Background: an optimization exercise with open tools, aiming at small area, a short achievable clock period and few clock cycles per item. Do not read the settings as production practice.
The RTL was checked by simulation tests, not by an equivalence proof against the original design.
Power is estimated from default activity; no workload was simulated.

==> flow/design.v (excerpt) <==
module bmlp_top(
  input  wire       clk,
  input  wire       rst,
  input  wire       start,
  output reg  [6:0] dmem_addr,
  input  wire [8:0] dmem_data,
  output reg        done,
  output reg        bin_class
);
For scale: ~4400 cells after synthesis, roughly 21 I/O pins.
clock: 8.0 ns
lec_check: 0
abc_area: 1
cap_margin: 10
core_margin: 2
core_utilization: 60
setup_slack_margin: 5
slew_margin: 10
synth_memory_max_bits: 8192
run.sh (not shown) runs the stock make flow with config.mk's settings and CLKGATE_MAP_FILE= SYNTH_SCRIPT=/design/flow/synth_recipe.tcl, a recipe that flattens the netlist after the stock synthesis.
The starting point finished clean.
Testbench counts at the start, summed over its fixed seeds: cycles 23,688, items 128.
Rerun with:
Settings changed: CAP_MARGIN 10 to 20, SLEW_MARGIN 10 to 20.
Effect: The new run passed the timing, DRC and antenna checks; power stays flat; register-to-register slack gains 0.02 ns; synthesized cell count is unchanged; sequential share of layout area hardly moves; design area barely changes; utilization stays flat; non-clock buffer count stays the same; combinational power stays flat; flip-flop and latch count is unchanged; via count hardly moves.

---

Starting RTL as in the previous note.
// bmlp_top
module bmlp_top(
  input  wire       clk,
  input  wire       rst,
  input  wire       start,
  output reg  [6:0] dmem_addr,
  input  wire [8:0] dmem_data,
  output reg        done,
  output reg        bin_class
);
  reg        busy;
  reg  [7:0] k;           
  reg  [5:0] o;           
  reg  [8:0] d;           
  reg  [9:0] init0;       
  reg  [9:0] init1;
  reg  [59:0] b1;         
  always @(posedge clk) begin
    if (~rst) begin
      busy <= 1'b0; k <= 8'd0; done <= 1'b0; dmem_addr <= 7'd0;
    end else begin
      done <= 1'b0;
      if (~busy) begin
        k <= 8'd0;
        if (start) begin
          busy <= 1'b1; dmem_addr <= 7'd1;
        end
      end else begin
        k <= k + 8'd1;
        if (o == 6'd37) begin busy <= 1'b0; done <= 1'b1; end
        if (k <= 8'd141) begin
          if (dmem_addr[3:0] == 4'd15)
            dmem_addr <= {(dmem_addr[6:4] >= 3'd4) ? dmem_addr[6:4] - 3'd4 : dmem_addr[6:4] + 3'd3, 4'd0};
          else
            dmem_addr[3:0] <= dmem_addr[3:0] + 4'd1;
        end else
          dmem_addr <= 7'd0;
      end
    end
  end
  always @(posedge clk) begin
    o <= ~busy ? 6'd63 : (k == 8'd145) ? 6'd0 : (o == 6'd63) ? 6'd63 : o + 6'd1;
    d <= dmem_data;
    init0[0] <= busy && (k == 8'd0);
    init0[1] <= busy && (k == 8'd16);
    init0[2] <= busy && (k == 8'd32);
    init0[3] <= busy && (k == 8'd48);
    init0[4] <= busy && (k == 8'd64);
    init0[5] <= busy && (k == 8'd80);
    init0[6] <= busy && (k == 8'd96);
    init0[7] <= busy && (k == 8'd112);
  ...
==> flow/config.mk <==
export PLATFORM = sky130hd
export DESIGN_NAME = bmlp_top
export DESIGN_NICKNAME = bmlp_top
export VERILOG_FILES = /design/flow/design.v
export SDC_FILE = /design/flow/constraint.sdc
export NUM_CORES = 4
export LEC_CHECK = 0
export CAP_MARGIN = 20
export CORE_MARGIN = 2
export CORE_UTILIZATION = 40
export SLEW_MARGIN = 20
export SYNTH_MEMORY_MAX_BITS = 8192
==> flow/constraint.sdc <==
create_clock -name core_clock -period 8.0 [get_ports {clk}]
set_input_delay 1.6000 -clock core_clock [delete_from_list [all_inputs] [get_ports {clk}]]
set_output_delay 1.6000 -clock core_clock [all_outputs]
set_load 0.01 [all_outputs]
The first run ran to the end with no violations.
Testbench counts at the start, summed over its fixed seeds: cycles 23,688, items 128.
Rerun with:
Settings changed: ABC_AREA from default to 1, CORE_UTILIZATION 40 to 60, CTS_CLUSTER_DIAMETER from default to 140, CTS_CLUSTER_SIZE from default to 22, SETUP_SLACK_MARGIN from default to 5.
=>
- worst setup slack gets better by 0.71 ns
- synthesized cell count is higher by 4.2%
- design area is lower by 7.4%
Rerun with:
Settings changed: ABC_AREA 1 to default, ABC_CLOCK_PERIOD_IN_PS from default to 3000, CTS_BUF_LIST from default to sky130_fd_sc_hd__clkbuf_4 sky130_fd_sc_hd__clkbuf_8, CTS_CLUSTER_DIAMETER 140 to default, CTS_CLUSTER_SIZE 22 to 30.
=>
- die area grows by 4.6%
- power grows by 20%
- maximum frequency grows by about 1.3%
- worst hold slack gets worse by 0.016 ns
- global-route usage grows by 1.8 points
- wire length grows by about 12%
- cell area grows by about 10%
- clock power grows by about 70%
- worst setup slack gets better by 0.040 ns
- synthesized cell count shrinks by about 4%
Rerun with:
Settings changed: CORE_UTILIZATION 60 to 40, CTS_BUF_LIST sky130_fd_sc_hd__clkbuf_4 sky130_fd_sc_hd__clkbuf_8 to default, CTS_CLUSTER_SIZE 30 to default.
The changed run completed with no timing, DRC or antenna violations. Synthesized area does not change. Global-route usage drops by 12 points. Routed wire length drops by 6.6%. First-iteration DRC count drops by 14%.
Rerun with:
Settings changed: ABC_AREA from default to 1, ABC_CLOCK_PERIOD_IN_PS 3000 to default, CORE_UTILIZATION 40 to 60, CTS_CLUSTER_DIAMETER from default to 100, CTS_CLUSTER_SIZE from default to 16.
The changed run finished clean. Routed wire length came out lower by 4.3%. Total power drops by 14%. Sequential power is about the same. Cell area falls by 8.7%.
Rerun with:
Settings changed: ABC_AREA 1 to default, ABC_CLOCK_PERIOD_IN_PS from default to 2500, CORE_UTILIZATION 60 to 40, CTS_CLUSTER_DIAMETER 100 to default, CTS_CLUSTER_SIZE 16 to default.
Clock-buffer cell count rises by 47.
Utilization falls by 20 points.
Global-route usage falls by 10 points.
Design area rises by roughly a tenth.
Final cell count rises by a few percent.
Register-to-register slack gets worse by 0.12 ns.
Total power rises by about a fifth.
Fmax falls by a few percent.
Sequential power is about the same.
Die area rises by well over a third.

---

Starting RTL as in the previous note.
clock: 8.0 ns
lec_check: 0
abc_area: 1
cap_margin: 20
core_margin: 2
core_utilization: 60
cts_cluster_diameter: 120
cts_cluster_size: 18
setup_slack_margin: 5
slew_margin: 20
synth_memory_max_bits: 8192
The baseline finished with timing, DRC and antenna clean.
Testbench counts at the start, summed over its fixed seeds: cycles 23,688, items 128.
Rerun with:
- ABC_AREA: 1 -> not set
- ABC_CLOCK_PERIOD_IN_PS: not set -> 3000
- CTS_BUF_LIST: not set -> sky130_fd_sc_hd__clkbuf_8
- CTS_CLUSTER_DIAMETER: 120 -> not set
- CTS_CLUSTER_SIZE: 18 -> not set
Non-clock buffer count rises by 59.
Cell area rises by 9.1%.
Fmax rises by 1.2%.
Power rises by 17%.
Clock skew rises by 0.025 ns.
Combinational power rises by 19%.
First-iteration DRC count rises by 7.0%.
Cell count falls by 0.44%.
Global-route usage rises by 1.5 points.
Synthesized cell count falls by 4.0%.
Rerun with:
- CTS_BUF_LIST: sky130_fd_sc_hd__clkbuf_8 -> not set
Result: Setup slack is worse by 0.070 ns; non-clock buffer count came out lower by 11; power rises by 2.7%; maximum frequency falls by 2.3%; global-route usage rises by 0.12 points; final area hardly moves; routed wire length is about the same; core utilization stays flat; via count went down by 0.40%; worst hold slack stays flat; count of clock-buffer cells in the layout drops by 33.

re-timing with driven ports:
The flow's constraints put no driver on any port. The routed layouts listed below were extracted and timed again, unchanged, in two steps.
Step 1: set_driving_cell puts a clkbuf_16 on clk and a buf_2 on each other input, an assumption about the parent block.
Step 2 adds t to the input delays and takes it off the output delays; t is the mean of the earliest and latest rising clock arrival at the registers after step 1. Input paths then give back, and output paths get back, about the clock's delay inside the block.
a / b / c = ideal / step 1 / step 2; a / b = the first two.
| run | t, ns | setup slack, ns | worst data-port slew with drivers (ns) | cell pins on the clock port's net |
|---|---|---|---|---|
| the first run of note 1 | 0.706 | 4.944 / 4.944 / 4.935 | 0.03 | 1 |
| the second run of note 1 | 0.706 | 4.964 / 4.964 / 4.928 | 0.03 | 1 |
| the first run of note 2 | 0.707 | 4.273 / 4.273 / 4.273 | 0.03 | 1 |
| the second run of note 2 | 0.665 | 4.979 / 4.979 / 4.959 | 0.03 | 1 |
| the third run of note 2 | 0.799 | 5.018 / 4.989 / 4.584 | 0.04 | 1 |
| the fourth run of note 2 | 0.712 | 4.831 / 4.831 / 4.614 | 0.04 | 1 |
| the fifth run of note 2 | 0.692 | 4.956 / 4.956 / 4.956 | 0.03 | 1 |
| the sixth run of note 2 | 0.712 | 4.831 / 4.831 / 4.614 | 0.04 | 1 |
| the first run of note 3 | 0.661 | 4.978 / 4.978 / 4.959 | 0.03 | 1 |
| the second run of note 3 | 0.799 | 5.015 / 4.988 / 4.586 | 0.04 | 1 |
| the third run of note 3 | 0.698 | 4.945 / 4.945 / 4.598 | 0.03 | 1 |
After both steps setup and hold are still met in every run listed. The setup slack of the third run of note 2, which loses most, moves by -0.029 ns with the drivers and by -0.434 ns with both steps.
